From an optimization exercise on the open Yosys and OpenROAD flow, aimed at small area; shortcuts taken in it are not production practice.
Function was checked by simulation only, so behaviour that the tests miss may differ from the original.
No activity file was given, so power comes from the tool's default toggle rates.

==> design/flow/design.v <==
module debounce(
    input  wire clk,
    input  wire rst,
    input  wire btn,
    output reg  pulse,       
    output wire pulse_next   
);
    localparam [10:0] TERM = 11'b100_1110_1001;
    reg        a;
    reg [10:0] s;
    wire x    = btn ^ a;           
    wire idle = (s == 11'd0);
    wire term = (s == TERM);
    wire adv  = x & ~term;         
    wire fin  = x & term;          
    assign pulse_next = fin & ~a & ~rst;
    always @(posedge clk) begin
        if (rst) begin
            a     <= 1'b0;
            pulse <= 1'b0;
            s     <= 11'd0;
        end else begin
            pulse <= fin & ~a;
            if (fin) a <= ~a;
            s <= adv ? {s[9:0], (s[10] ^ s[8]) | (idle & ~pulse)} : 11'd0;
        end
    end
endmodule
module chess(
    input  wire       clk,
    input  wire       rst,
    input  wire [4:0] btn,
    output wire       vga_hsync,
    output wire       vga_vsync,
    output wire [2:0] vga_r,
    output wire [2:0] vga_g,
    output wire [1:0] vga_b
);
    genvar i;
    wire [4:0] bp;
    wire [4:0] bnext;
    generate for (i = 0; i < 5; i = i + 1) begin : DB
        debounce u_db(.clk(clk), .rst(rst), .btn(btn[i]),
                      .pulse(bp[i]), .pulse_next(bnext[i]));
    end endgenerate
    wire btn_c = bp[0], btn_u = bp[1], btn_l = bp[2], btn_r = bp[3], btn_d = bp[4];
    wire steal = bp[0] | bnext[0];
    reg [2:0] hb;  reg [3:0] ha;  reg [3:0] hk;
    reg [2:0] vb;  reg [3:0] va;  reg [3:0] vk;
    wire hb4  = (hb == 3'd4);
    wire hend = (hk == 4'd13) & (ha == 4'd4) & (hb == 3'd3);    
    wire vb4  = (vb == 3'd4);
    wire vwrap = (vk == 4'd10) & (va == 4'd3) & vb4;           
    always @(posedge clk) begin
        if (rst) begin
            hb <= 3'd4; ha <= 4'd4; hk <= 4'd13;
            vb <= 3'd4; va <= 4'd5; vk <= 4'd9;
        end else begin
            hb <= hb4 ? 3'd0 : hb + 3'd1;
            if (hb4) begin
                ha <= (ha == 4'd9) ? 4'd0 : ha + 4'd1;
                if (ha == 4'd8) hk <= hk + 4'd1;
            end
            if (hend) begin
                if (vwrap) begin
                    vb <= 3'd0; va <= 4'd9; vk <= 4'd0;
                end else begin
                    vb <= vb4 ? 3'd0 : vb + 3'd1;
                    if (vb4) begin
                        va <= (va == 4'd9) ? 4'd0 : va + 4'd1;
                        if (va == 4'd8) vk <= vk + 4'd1;
                    end
                end
            end
        end
    end
    assign vga_hsync = ((hk == 4'd10) & (ha >= 4'd6) & (ha <= 4'd8))
                     | (hk == 4'd11)
                     | ((hk == 4'd12) & ((ha == 4'd9) | (ha <= 4'd4) | ((ha == 4'd5) & (hb == 3'd0))));
    assign vga_vsync = ((vk == 4'd8) & (va == 4'd8) & vb4)
                     | ((vk == 4'd9) & (va == 4'd9) & (vb == 3'd0));
    wire hpre = (hk == 4'd15) & (ha == 4'd8) & hb4;    
    wire vpre = vwrap;                                 
    wire in_x = (~hk[3] & ~((hk == 4'd7) & (ha == 4'd8) & hb4)) | hpre;
    wire in_y = (~vk[3] & ~((vk == 4'd7) & (va == 4'd8) & vb4)) | vpre;
    wire [2:0] col = hpre ? 3'd0 : hk[2:0];
    wire [2:0] row = vpre ? 3'd0 : vk[2:0];
    wire bord = ha[3] | ((ha == 4'd7) & hb4) | hpre
              | va[3] | ((va == 4'd7) & vb4) | vpre;
    wire [2:0] art_x = ha[2:0];
    wire [2:0] art_y = va[2:0];
    localparam S_SEL = 2'd0, S_MOVE = 2'd1, S_WRITE = 2'd2, S_ERASE = 2'd3;
    reg [1:0] state;
    reg       player;
    reg [5:0] cursor;
    reg [5:0] sel;
    reg [2:0] sel_type;
    reg [5:0] cprev;
    reg       legal;
    function [3:0] init_sq(input integer k);
        begin
            case (k / 8)
                0: init_sq = {1'b1, (k%8 == 0 || k%8 == 7) ? 3'd4 :
                                    (k%8 == 1 || k%8 == 6) ? 3'd2 :
                                    (k%8 == 2 || k%8 == 5) ? 3'd3 :
                                    (k%8 == 3) ? 3'd5 : 3'd6};
                1: init_sq = 4'b1001;
                6: init_sq = 4'b0001;
                7: init_sq = {1'b0, (k%8 == 0 || k%8 == 7) ? 3'd4 :
                                    (k%8 == 1 || k%8 == 6) ? 3'd2 :
                                    (k%8 == 2 || k%8 == 5) ? 3'd3 :
                                    (k%8 == 3) ? 3'd5 : 3'd6};
                default: init_sq = 4'b0000;
            endcase
        end
    endfunction
    reg [255:0] bq;
    wire       wen = state[1];
    wire [5:0] wa  = state[0] ? sel : cprev;
    wire [3:0] wd  = state[0] ? 4'b0000 : {player, sel_type};
    wire [7:0] rsel, csel;
    generate for (i = 0; i < 8; i = i + 1) begin : DEC
        assign rsel[i] = rst | (wen & (wa[5:3] == i));
        assign csel[i] = rst | (wen & (wa[2:0] == i));
    end endgenerate
    generate for (i = 0; i < 64; i = i + 1) begin : SQ
        always @(posedge clk)
            if (rsel[i/8] & csel[i%8])
                bq[4*i +: 4] <= rst ? init_sq(i) : wd;
    end endgenerate
    wire [5:0] ra = steal ? cursor : {row, col};
    wire [3:0] port = bq[{ra, 2'b00} +: 4];
    reg [3:0] dcopy;
    always @(posedge clk)
        if (!steal) dcopy <= port;
    wire [3:0] dsq = steal ? dcopy : port;
    wire c_occ   = |port[2:0];
    wire c_col   = port[3];
    wire c_own   = c_occ & (c_col == player);
    wire c_opp   = c_occ & (c_col != player);
    wire c_empty = ~c_occ;
    wire [7:0] empty2, empty5;
    generate for (i = 0; i < 8; i = i + 1) begin : PASS
        assign empty2[i] = ~|bq[4*(16+i) +: 3];
        assign empty5[i] = ~|bq[4*(40+i) +: 3];
    end endgenerate
    wire pass_empty = player ? empty2[sel[2:0]] : empty5[sel[2:0]];
    wire [2:0] cc = cursor[2:0], cr = cursor[5:3];
    wire [2:0] sc = sel[2:0],    sr = sel[5:3];
    wire [2:0] dh = (cc >= sc) ? cc - sc : sc - cc;
    wire [2:0] dv = (cr >= sr) ? cr - sr : sr - cr;
    wire fwd  = player ? (cr > sr) : (cr < sr);
    wire home = player ? (sr == 3'd1) : (sr == 3'd6);
    wire h0 = (dh == 3'd0), h1 = (dh == 3'd1), h2 = (dh == 3'd2);
    wire v0 = (dv == 3'd0), v1 = (dv == 3'd1), v2 = (dv == 3'd2);
    reg legal_n;
    always @(*) begin
        case (sel_type)
            3'd1: legal_n = fwd & ((v1 & h0 & c_empty) | (v1 & h1 & c_opp)
                                 | (v2 & h0 & home & c_empty & pass_empty));
            3'd2: legal_n = (h2 & v1) | (h1 & v2);
            3'd3: legal_n = (dh == dv);
            3'd4: legal_n = h0 | v0;
            3'd5: legal_n = h0 | v0 | (dh == dv);
            3'd6: legal_n = (h0 | h1) & (v0 | v1);
            default: legal_n = 1'b0;
        endcase
    end
    always @(posedge clk) begin
        legal <= legal_n;
        cprev <= cursor;
        if (rst) begin
            state  <= S_SEL;
            player <= 1'b0;
            cursor <= 6'd52;
        end else begin
            case (state)
                S_SEL:
                    if (btn_c & c_own) begin
                        state    <= S_MOVE;
                        sel      <= cursor;
                        sel_type <= port[2:0];
                    end
                S_MOVE:
                    if (btn_c) begin
                        if (~c_own & legal)
                            state <= S_WRITE;
                        else if (c_own) begin
                            sel      <= cursor;
                            sel_type <= port[2:0];
                        end else
                            state <= S_SEL;
                    end
                S_WRITE: state <= S_ERASE;
                S_ERASE: begin
                    state  <= S_SEL;
                    player <= ~player;
                end
            endcase
            if      (btn_l && cc != 3'd0) cursor <= cursor - 6'd1;
            else if (btn_r && cc != 3'd7) cursor <= cursor + 6'd1;
            else if (btn_u && cr != 3'd0) cursor <= cursor - 6'd8;
            else if (btn_d && cr != 3'd7) cursor <= cursor + 6'd8;
        end
    end
    localparam [63:0] ART_PAWN   = {8'b00000000, 8'b00000000, 8'b00000000, 8'b00000000,
                                    8'b00011000, 8'b00111100, 8'b01111110, 8'b01111110};
    localparam [63:0] ART_KNIGHT = {8'b00011000, 8'b01111100, 8'b11111110, 8'b11101111,
                                    8'b00000111, 8'b00011111, 8'b00111111, 8'b01111110};
    localparam [63:0] ART_BISHOP = {8'b00000000, 8'b00011000, 8'b00111100, 8'b00111100,
                                    8'b00011000, 8'b00011000, 8'b00111100, 8'b11100111};
    localparam [63:0] ART_ROOK   = {8'b00000000, 8'b01011010, 8'b01111110, 8'b00111100,
                                    8'b00011000, 8'b00011000, 8'b00111100, 8'b01111110};
    localparam [63:0] ART_QUEEN  = {8'b00000000, 8'b01010101, 8'b01010101, 8'b01010101,
                                    8'b01010101, 8'b01111111, 8'b01111111, 8'b01111111};
    localparam [63:0] ART_KING   = {8'b00011000, 8'b01111110, 8'b00011000, 8'b00011000,
                                    8'b00111100, 8'b01111110, 8'b01111110, 8'b00111100};
    wire [5:0] art_i = 6'd63 - {art_y, art_x};
    reg art;
    always @(*) begin
        case (dsq[2:0])
            3'd1: art = ART_PAWN[art_i];
            3'd2: art = ART_KNIGHT[art_i];
            3'd3: art = ART_BISHOP[art_i];
            3'd4: art = ART_ROOK[art_i];
            3'd5: art = ART_QUEEN[art_i];
            3'd6: art = ART_KING[art_i];
            default: art = 1'b0;
        endcase
    end
    wire [5:0] sq = {row, col};
    wire is_cur = (cursor == sq);
    wire is_sel = (state == S_MOVE) & (sel == sq);
    wire dark   = row[0] ^ col[0];
    reg [2:0] code;
    always @(posedge clk) begin
        if (rst | ~(in_x & in_y))
            code <= 3'b000;
        else if (bord)
            code <= is_cur ? 3'b001 : is_sel ? 3'b010 : dark ? 3'b100 : 3'b110;
        else if (art)
            code <= dsq[3] ? 3'b101 : 3'b011;
        else
            code <= dark ? 3'b100 : 3'b110;
    end
    assign vga_r = {code[1] | (code[2] & ~code[0]), code[1], code[2] | code[1]};
    assign vga_g = {code[1] & (code[2] | code[0]), code[1] & (code[2] | code[0]),
                    code[0] & (code[2] | code[1])};
    assign vga_b = {code[2] ? code[1] : code[0], code[0]};
endmodule
==> design/flow/run.sh <==
#!/bin/bash
# synth_recipe.tcl (not shown) runs the flow's synth.tcl, then flattens the netlist and writes it again
# the make line also repeats each setting of config.mk as NAME=value (left out here)
make -C /OpenROAD-flow-scripts/flow DESIGN_CONFIG=/design/flow/config.mk WORK_HOME=/design/flow/orfs CLKGATE_MAP_FILE= SYNTH_SCRIPT=/design/flow/synth_recipe.tcl finish
==> design/flow/config.mk <==
export PLATFORM = sky130hd
export DESIGN_NAME = chess
export DESIGN_NICKNAME = chess
export VERILOG_FILES = /design/flow/design.v
export SDC_FILE = /design/flow/constraint.sdc
export NUM_CORES = 4
export LEC_CHECK = 0
export CAP_MARGIN = 20
export CELL_PAD_IN_SITES_DETAIL_PLACEMENT = 2
export CELL_PAD_IN_SITES_GLOBAL_PLACEMENT = 4
export CORE_MARGIN = 2
export CORE_UTILIZATION = 20
export PLACE_DENSITY = 0.3
export SLEW_MARGIN = 20
==> design/flow/constraint.sdc <==
create_clock -name core_clock -period 40.0 [get_ports {clk}]
set_input_delay 8.0000 -clock core_clock [delete_from_list [all_inputs] [get_ports {clk}]]
set_output_delay 8.0000 -clock core_clock [all_outputs]
set_load 0.01 [all_outputs]
==> results_dict.tcl <==
set metrics [dict create \
    fin_crit_sh_pct 38.0 \
    grt_max_degree 69 \
    root_buffer "clkbuf_16" \
    fin_skew_ns 0.0391 \
    synth_seq_area_share_pct 57.2 \
    worst_r2r_path_depth 19 \
    r2r_setup_slack_ns 32.09 \
    drt_iter0_markers 725 \
    fmax_ghz 0.0658 \
    place.gp.congestion 0.722 \
    fin_setup_tns_ns 0 \
    synth_flop_cell "edfxtp_1" \
    io-pin-count 17 \
    num_rows 109 \
    nets 1659 \
    whs_ns 0.449 \
    cts_max_level 2 \
    postCtsHoldBufs 0 \
    syn2layout_area_growth_pct 17.9 \
    hold_violations 0 \
    endpoint_kind "flip-flop" \
    cp_cell_sequence "buf_2 -> nor3b_2 -> a41oi_4 -> buf_4 -> mux2_4 -> buf_4 -> nand2_1 -> a31oi_1 -> o22ai_1 -> o21ai_0 -> o31a_1 -> clkinv_1 -> ha_1 -> nand2_1 -> mux2i_1 -> o21ai_0 -> o211ai_1 -> a2111o_1 -> a221oi_2 -> mux2i_1 -> a21oi_1" \
    vias 13294 \
    yosys.cell_types.count 87 \
    grt_overflow 0 \
    synth.most_common_cell "edfxtp_1" \
    critical_path_arrival_ns 15.67 \
    worst_slew_pin_slew_ns 1.14 \
    crit_type "primary input to flip-flop" \
    cts_buffer_depth 3 \
    status "timing/DRC/antenna clean" \
    required_ns 40.47 \
    rsz0062_at_grt "no" \
    synth_area_per_cell_um2 11.0 \
    drtPass1Iterations 5 \
    grt_pass1_vias 14464 \
    synth.top_cell.area_share_pct 44.8 \
    die-area_um2 91200 \
    grt_pass1_wl_um 114000 \
    gr-usage-all-layers_pct 17.5 \
    p_leak_nw 7.19 \
    post_drt_wl_per_cell_um 28.0 \
    wirelength_um 79200 \
    vias_per_cell 4.70 \
    max_stage_delay_ns 0.88 \
    finish.utilization_pct 23.7 \
    synth_common_cells "edfxtp_1, nand2_1, nor2_1" \
    worst_path_max_delay_cell "o21ai_0" \
    die-height_um 302 \
    synth_warnings 2 \
    fillers 9712 \
    worst-path-max-fanout 55 \
    path_buf_inv 4 \
    slew_violations 0 \
    synth_edf_count 265 \
    drc 0 \
    r2r-end "code[1]" \
    cts-resized-gates 0 \
    clock_sinks 375 \
    power_density_nw_per_um2 45.8 \
    worstSkewPairLatency_ns 0.62 \
    worstHoldStart "DB[4].u_db.s[1]" \
    finalSetupViolCount 0 \
    chipWidth_um 302 \
    hp-class "flip-flop to flip-flop" \
    clk_pin_slew_ns 0.06 \
    path_delay_family "compound AO/OA/AOI/OAI gates" \
    period_needed_ns 15.20 \
    cts_setup_buffers 0 \
    async_flop_share_pct 0 \
    syn-cell-area_um2 17800 \
    r2r_start "hk[2]" \
    ant_nets 0 \
    start_kind "primary input" \
    startpoint "rst" \
    drive_above_1_share_pct 10.0 \
    synthTopCellsByArea "edfxtp_1, dfxtp_1, nand2_1" \
    drv_cap 0 \
    cts_tree "done" \
    antenna_found_initial 1 \
    relSlewSlack_pct 23.4 \
    ys_ff_latch 375 \
    core-area_um2 88200 \
    synth_nets 1649 \
    synthCells 1610 \
    ir_drop_mv 0.0268 \
    holdPathStages 1 \
    start_util_pct 20.1 \
    numCtsBuffers 51 \
    hold_end "DB[4].u_db.s[2]" \
    portBuffers 16 \
    dpl.hpwl_um 54900 \
    synth_top_cell_by_area "edfxtp_1" \
]
[cell families after synthesis]
group / Yosys count / share of synthesized area, %
and+or+nand+nor: 611 / 17.1
DFF: 375 / 57.2
AOI/OAI and AO/OA: 359 / 14.3
buffers and inverters: 138 / 3.41
muxes: 55 / 3.49
xor gates and xnor gates: 39 / 1.92
adders and majority gates: 33 / 2.52
[report_power, final]
group,switching (mW),internal (mW)
sequential,0.00580,0.427
combinational,0.0480,0.0164
clock,0.189,0.272
total,0.243,0.716
[state kept, by name, indices dropped and copies added (netlist names), 3 cells and up, named ones only]
signal         cells
bq               256
DB.u_db.s         55
cprev              6
cursor             6
sel                6
DB.u_db.a          5
DB.u_db.pulse      5
dcopy              4
ha                 4
hk                 4
va                 4
vk                 4
code               3
hb                 3
sel_type           3
vb                 3
[through the flow]
step	cells	instance area [um2]	setup slack [ns]	power, mW
2_1_floorplan	1610	17800	27.71	0.478
3_3_place_gp	2732	19300	24.18	0.509
3_5_place_dp	2732	19300	24.17	0.508
4_1_cts	2823	20900	24.77	0.978
5_1_grt	2823	20900	24.18	0.999
6_report	2826	20900	24.80	0.959
[cell type report]
| cell class | count | area [um2] | share of cell area, % |
|---|---|---|---|
| Inverter | 42 | 158 | 0.753 |
| Clock inverter | 27 | 293 | 1.40 |
| Sequential cell | 375 | 10200 | 48.5 |
| Tap cell | 1165 | 1460 | 6.96 |
| Timing Repair Buffer | 53 | 433 | 2.07 |
| Antenna cell | 3 | 7.51 | 0.0359 |
| Clock buffer | 64 | 1360 | 6.48 |
| Multi-Input combinational cell | 1097 | 7070 | 33.8 |
[cells in the final DEF, fill, tap and decap left out, drive strengths merged, types with 35 or more instances in the layout]
master  instances
mux2i          35
nor2          124
nand2         202
dfxtp         110
clkbuf         64
and2           69
nand3          38
a21oi          87
buf            38
edfxtp        265
inv            41
[routing by layer]
metal  wire [um]  vias to the layer above  GRT usage (%)
met5           0                        -              0
met4        1660                        0           3.94
met3        1670                       82           1.77
met2       36000                      156           28.2
met1       39900                     6958           25.2
li1            -                     6098              -
[worst register-to-register path, delay by kind of cell (launching register included)]
family	cells	cell delay [ns]
AO/OA/AOI/OAI	10	3.81
adder cells (fa/ha/maj)	1	0.57
AND/OR/NAND/NOR	3	0.81
buffers and inverters	2	1.38
multiplexers	3	0.80
flip-flops	1	0.44
[worst max path at each step]
stage               to  slack, ns  cells after the start
2_1_floorplan   sel[0]      27.71                     17
3_3_place_gp   code[1]      24.18                     21
3_5_place_dp   code[1]      24.17                     21
4_1_cts        code[1]      24.77                     21
5_1_grt        code[1]      24.18                     21
6_report       code[1]      24.80                     21

## separate check: timing with driven ports
No port has a modelled driver above. Below, the same layout with a new extraction and two added sets of constraints. Step 1, drivers: a clkbuf_16 drives clk and a buf_2 each remaining input, both assumed. Step 2 moves the port delays by t, midway between the first and last clock arrival at a register: inputs arrive t later, outputs are due t later. That takes back most of the time a late clock gives input paths. a / b / c = no drivers / after step 1 / after step 2; a / b = the first two.
shift t [ns]: 0.659
setup slack, ns: 24.799 / 24.838 / 24.179
worst setup path at the end: input to register
latest minus earliest clock arrival (ns): 0.041 / 0.041
worst data-port slew with drivers (ns): 0.04
After both steps this run still meets setup and hold. For this run, drivers alone change the setup slack by +0.039 ns; drivers and shift together by -0.620 ns.
